This is an optimization exercise on Yosys and OpenROAD, whose aim is small area, a short achievable clock period and few clock cycles per item, not a production implementation.
Only simulation tests tie the RTL to the original design; equivalence was not proved.

==> inputs of run a <==
Design sdiv_unit, start of the top module:
module sdiv_unit #(parameter STEP = 4) (
		input clk,
		input rst,
		input [63 : 0] data_in_bus,
		input [1 : 0] valid_in_bus,
		output [1 : 0] ready_in_bus,
		output [31 : 0] data_out_bus,
		output [0 : 0] valid_out_bus,
		input [0 : 0] ready_out_bus
);
==> module sdiv_unit, before the edit <==
module sdiv_unit #(parameter STEP = 4) (
		input clk,
		input rst,
		input [63 : 0] data_in_bus,
		input [1 : 0] valid_in_bus,
		output [1 : 0] ready_in_bus,
		output [31 : 0] data_out_bus,
		output [0 : 0] valid_out_bus,
		input [0 : 0] ready_out_bus
);
	localparam NCH = 32 / STEP;           
	localparam CW = 3;                    
	reg iter;             
	reg vout;             
	reg got_a, got_b;     
	reg rdy_a, rdy_b;     
	reg [31:0] rem;       
	reg [31:0] aq;        
	reg [31:0] bd;        
	reg [CW-1:0] cnt;     
	reg qneg;
	assign ready_in_bus = {rdy_b, rdy_a};
	assign valid_out_bus = vout;
	assign data_out_bus = aq;
	wire take_a = valid_in_bus[0] & rdy_a;
	wire take_b = valid_in_bus[1] & rdy_b;
	wire last = iter & (cnt == 0);
	wire prep = ~iter & got_a & got_b & (~vout | ready_out_bus[0]);
	function [32:0] bkadd(input [32:0] x, input [32:0] y, input ci);
		reg [32:0] g, p, p0;
		integer d, i;
		begin
			p0 = x ^ y;
			g = x & y;
			p = p0;
			g[0] = g[0] | (p[0] & ci);
			for (d = 1; d < 33; d = d * 2)
				for (i = 2 * d - 1; i < 33; i = i + 2 * d) begin
					g[i] = g[i] | (p[i] & g[i - d]);
					p[i] = p[i] & p[i - d];
				end
			for (d = 16; d >= 1; d = d / 2)
				for (i = 3 * d - 1; i < 33; i = i + 2 * d) begin
					g[i] = g[i] | (p[i] & g[i - d]);
					p[i] = p[i] & p[i - d];
				end
			bkadd = p0 ^ {g[31:0], ci};
		end
	endfunction
	function [31:0] cneg(input [31:0] x, input c);
		reg [31:0] o;
		integer d, i;
		begin
			o = {x[30:0], 1'b0};    
			for (d = 1; d < 32; d = d * 2)
				for (i = 31; i >= d; i = i - 1)
					o[i] = o[i] | o[i - d];
			cneg = x ^ ({32{c}} & o);
		end
	endfunction
	function [5:0] blen(input [31:0] x);
		integer i;
		begin
			blen = 6'd0;
			for (i = 0; i < 32; i = i + 1)
				if (x[i]) blen = i + 1;
		end
	endfunction
	wire aneg = rem[31];
	wire bneg = bd[31];
	wire [31:0] absa = cneg(rem, aneg);
	wire [31:0] bx = bd ^ {32{bneg}};    
	wire [5:0] la = blen(absa);
	wire [5:0] lb = blen(bx);
	wire qzero = (la < lb);                       
	wire [6:0] nq = la - lb + 1;                  
	wire [6:0] nqc = (nq > 32) ? 7'd32 : nq;
	wire [CW:0] nch = (nqc + STEP - 1) / STEP;    
	wire [CW-1:0] shc = NCH - nch;                
	wire [63:0] fun = {32'd0, absa} << (shc * STEP);
	reg [31:0] r_i, q_i;
	reg [32:0] t;
	wire [32:0] dneg = {1'b1, bd ^ {32{~bneg}}};    
	integer k;
	always @(*) begin
		r_i = rem;
		q_i = aq;
		for (k = 0; k < STEP; k = k + 1) begin
			t = bkadd({r_i, q_i[31]}, dneg, ~bneg);
			r_i = t[32] ? {r_i[30:0], q_i[31]} : t[31:0];
			q_i = {q_i[30:0], ~t[32]};
		end
	end
	wire got_a_n = ~prep & (got_a | take_a);
	wire got_b_n = ~prep & (got_b | take_b);
	wire iter_n = prep ? ~qzero : (iter & ~last);
	wire [CW-1:0] cnt_n = prep ? nch - 1'b1 : cnt - 1'b1;
	always @(posedge clk, posedge rst)
		if (rst) begin
			iter <= 1'b0;
			vout <= 1'b0;
			got_a <= 1'b0;
			got_b <= 1'b0;
			rdy_a <= 1'b1;
			rdy_b <= 1'b1;
		end else begin
			iter <= iter_n;
			vout <= prep ? qzero : (last | (vout & ~ready_out_bus[0]));
			got_a <= got_a_n;
			got_b <= got_b_n;
			rdy_a <= ~got_a_n & (~iter_n | (cnt_n == 0));
			rdy_b <= ~got_b_n & (~iter_n | (cnt_n == 0));
		end
	always @(posedge clk) begin
		if (take_b) bd <= data_in_bus[63:32];
		if (take_a) rem <= data_in_bus[31:0];
		else if (prep) rem <= fun[63:32];
		else if (iter) rem <= r_i;
		if (prep) begin
			qneg <= aneg ^ bneg;
			cnt <= nch - 1'b1;
			aq <= qzero ? 32'd0 : fun[31:0];
		end else if (iter) begin
			cnt <= cnt - 1'b1;
			aq <= cneg(q_i, last & qneg);
		end
	end
endmodule
==> flow/config.mk <==
export PLATFORM = sky130hd
export DESIGN_NAME = sdiv_unit
export DESIGN_NICKNAME = sdiv_unit
export VERILOG_FILES = /design/flow/design.v
export SDC_FILE = /design/flow/constraint.sdc
export NUM_CORES = 4
export LEC_CHECK = 0
export CAP_MARGIN = 20
export CORE_MARGIN = 2
export CORE_UTILIZATION = 40
export SLEW_MARGIN = 20
==> flow/constraint.sdc <==
create_clock -name core_clock -period 110.0 [get_ports {clk}]
set_input_delay 22.0000 -clock core_clock [delete_from_list [all_inputs] [get_ports {clk}]]
set_output_delay 22.0000 -clock core_clock [all_outputs]
set_load 0.01 [all_outputs]
run.sh (not shown) runs the stock make flow with config.mk's settings and CLKGATE_MAP_FILE= SYNTH_SCRIPT=/design/flow/synth_recipe.tcl, a recipe that flattens the netlist after the stock synthesis.
==> inputs of run b, as changes to run a <==
==> flow/design.v (replaced) <==
module sdiv_unit #(parameter STEP = 4) (
		input clk,
		input rst,
		input [63 : 0] data_in_bus,
		input [1 : 0] valid_in_bus,
		output [1 : 0] ready_in_bus,
		output [31 : 0] data_out_bus,
		output [0 : 0] valid_out_bus,
		input [0 : 0] ready_out_bus
);
	localparam NCH = 32 / STEP;           
	localparam CW = 3;                    
	reg [31:0] ia, ib;
	reg fa, fb;           
	reg rdy_a, rdy_b;     
	reg iter;
	reg [31:0] rem;       
	reg [31:0] aq;        
	reg [31:0] bd;        
	reg [CW-1:0] cnt;     
	reg qneg;
	reg [1:0] nq;         
	reg vout;             
	reg hnz;              
	reg [31:0] odat;      
	assign ready_in_bus = {rdy_b, rdy_a};
	assign valid_out_bus = vout;
	assign data_out_bus = odat;
	function [32:0] bkadd(input [32:0] x, input [32:0] y, input ci);
		reg [32:0] g, p, p0;
		integer d, i;
		begin
			p0 = x ^ y;
			g = x & y;
			p = p0;
			g[0] = g[0] | (p[0] & ci);
			for (d = 1; d < 33; d = d * 2)
				for (i = 2 * d - 1; i < 33; i = i + 2 * d) begin
					g[i] = g[i] | (p[i] & g[i - d]);
					p[i] = p[i] & p[i - d];
				end
			for (d = 16; d >= 1; d = d / 2)
				for (i = 3 * d - 1; i < 33; i = i + 2 * d) begin
					g[i] = g[i] | (p[i] & g[i - d]);
					p[i] = p[i] & p[i - d];
				end
			bkadd = p0 ^ {g[31:0], ci};
		end
	endfunction
	function [31:0] cneg(input [31:0] x, input c);
		reg [31:0] o;
		integer d, i;
		begin
			o = {x[30:0], 1'b0};    
			for (d = 1; d < 32; d = d * 2)
				for (i = 31; i >= d; i = i - 1)
					o[i] = o[i] | o[i - d];
			cneg = x ^ ({32{c}} & o);
		end
	endfunction
	function [5:0] blen(input [31:0] x);
		integer i;
		begin
			blen = 6'd0;
			for (i = 0; i < 32; i = i + 1)
				if (x[i]) blen = i + 1;
		end
	endfunction
	wire aneg = ia[31];
	wire [31:0] absa = cneg(ia, aneg);
	wire [31:0] bx = ib ^ {32{ib[31]}};   
	wire [5:0] la = blen(absa);
	wire [5:0] lb = blen(bx);
	wire qzero = (la < lb);                       
	wire [6:0] nqb = la - lb + 1;                 
	wire [6:0] nqc = (nqb > 32) ? 7'd32 : nqb;
	wire [CW:0] nch = (nqc + STEP - 1) / STEP;    
	wire [CW-1:0] shc = NCH - nch;                
	wire [63:0] fun = {32'd0, absa} << (shc * STEP);
	wire bneg = bd[31];
	reg [31:0] r_i, q_i;
	reg [32:0] t;
	wire [32:0] dneg = {1'b1, bd ^ {32{~bneg}}};    
	integer k;
	always @(*) begin
		r_i = rem;
		q_i = aq;
		for (k = 0; k < STEP; k = k + 1) begin
			t = bkadd({r_i, q_i[31]}, dneg, ~bneg);
			r_i = t[32] ? {r_i[30:0], q_i[31]} : t[31:0];
			q_i = {q_i[30:0], ~t[32]};
		end
	end
	wire take_a = valid_in_bus[0] & rdy_a;
	wire take_b = valid_in_bus[1] & rdy_b;
	wire take_o = vout & ready_out_bus[0];
	wire last = iter & (cnt == 0);
	wire nzw = last & (nq == 2'd0);    
	wire unit_free = ~iter | nzw;
	wire consume = fa & fb & unit_free & (~qzero | (nq != 2'd3));
	wire start = consume & ~qzero;     
	wire zw = consume & qzero;         
	wire fa_n = (fa & ~consume) | take_a;
	wire fb_n = (fb & ~consume) | take_b;
	wire iter_n = start | (iter & ~nzw);
	wire [CW-1:0] cnt_n = start ? nch - 1'b1 : (iter & ~last) ? cnt - 1'b1 : cnt;
	wire [1:0] nq_n = nq - take_o + nzw + zw;
	wire sure_n = (~iter_n & (nq_n != 2'd3)) | (iter_n & (cnt_n == 0) & (nq_n == 2'd0));
	always @(posedge clk, posedge rst)
		if (rst) begin
			fa <= 1'b0;
			fb <= 1'b0;
			rdy_a <= 1'b1;
			rdy_b <= 1'b1;
			iter <= 1'b0;
			nq <= 2'd0;
			vout <= 1'b0;
			hnz <= 1'b0;
		end else begin
			fa <= fa_n;
			fb <= fb_n;
			rdy_a <= ~fa_n | (fb_n & sure_n);
			rdy_b <= ~fb_n | (fa_n & sure_n);
			iter <= iter_n;
			nq <= nq_n;
			vout <= (nq_n != 2'd0);
			hnz <= nzw | (hnz & ~take_o);
		end
	always @(posedge clk) begin
		if (~fa | consume) ia <= data_in_bus[31:0];
		if (~fb | consume) ib <= data_in_bus[63:32];
		cnt <= cnt_n;
		if (start) begin
			qneg <= ia[31] ^ ib[31];
			bd <= ib;
			rem <= fun[63:32];
			aq <= fun[31:0];
		end else if (iter & ~last) begin
			rem <= r_i;
			aq <= q_i;
		end
		if (nzw) odat <= cneg(q_i, qneg);
		else if ((take_o & hnz) | (zw & (nq == 2'd0))) odat <= 32'd0;
	end
endmodule
==> flow/flow/run.sh (new file) <==
#!/bin/bash
# The standard layout (the standard.sh, standard synthesis unchanged), with every port
# buffered by a plain sky130 buf_1 instead of the buffer the resizer picks by default.
set -euo pipefail
bash standard.sh 'BUFFER_PORTS_ARGS=-buffer_cell sky130_fd_sc_hd__buf_1' finish > flow_make.log 2>&1
==> flow/standard.sh (new file) <==
#!/bin/bash
# synth_recipe.tcl (not shown) runs the flow's synth.tcl, then flattens the netlist and writes it again
# the make line also repeats each setting of config.mk as NAME=value (left out here)
make -C /OpenROAD-flow-scripts/flow DESIGN_CONFIG=/design/flow/config.mk WORK_HOME=/design/flow/orfs CLKGATE_MAP_FILE= SYNTH_SCRIPT=/design/flow/synth_recipe.tcl "${@:-finish}"
Settings changed: CORE_UTILIZATION 40 to 65.
removed: flow/run.sh
==> notes <==
Routed wire length: run b is smaller than run a (about 11%). Setup slack: run a is worse than run b (1.6 ns). Of run a and run b, run a has the higher non-clock buffer count (gap 9). Against run b, the sequential share of layout area of run a is lower by 13 points.
==> figures <==
|  | run b | run a |
|---|---|---|
| Tap cell count | 378 | 511 |
| Dpl cell area | 18900 µm² | 16900 µm² |
| Result of the run | no timing/DRC/antenna violations | no timing/DRC/antenna violations |
| Buffer levels on the longest clock path | 3 | 2 |
| Sum of met2 wire segment lengths after detailed routing | 19700 µm | 23300 µm |
| Worst relative slew slack | 0.350 | 0.288 |
| Min Hold Slack | 0.478 ns | 0.559 ns |
| Seq cells | 205 | 106 |
| CP arrival | 24.04 ns | 25.32 ns |
Testbench counts of run a, summed over its fixed seeds: cycles 37,884, items 12,000.
Testbench counts of run b, summed over its fixed seeds: cycles 27,293, items 12,000.

==> afterwards: timing with drivers on the ports <==
The flow's constraints put no driver on any port. The routed layouts listed below were extracted and timed again, unchanged, in two steps.
Step 1 (the two cells are an assumption about what drives the block):
set clk [get_ports {clk}]
set_driving_cell -lib_cell sky130_fd_sc_hd__clkbuf_16 $clk
set_driving_cell -lib_cell sky130_fd_sc_hd__buf_2 [delete_from_list [all_inputs] $clk]
Step 2 also shifts input and output timing later by t, the mid clock arrival at the registers, as if the neighbouring blocks saw the same clock.
Slacks: no drivers / after step 1 / after step 2; pairs: no drivers / after step 1.
| run | shift t [ns] | setup slack, ns | hold WS [ns] |
|---|---|---|---|
| run a | 0.441 | 84.821 / 84.851 / 84.410 | 0.559 / 0.559 / 0.559 |
| run b | 0.580 | 86.417 / 86.445 / 85.865 | 0.478 / 0.478 / 0.478 |
After both steps every run listed still meets setup and hold. For run b, which loses most, drivers alone change the setup slack by +0.028 ns; drivers and shift together by -0.552 ns.
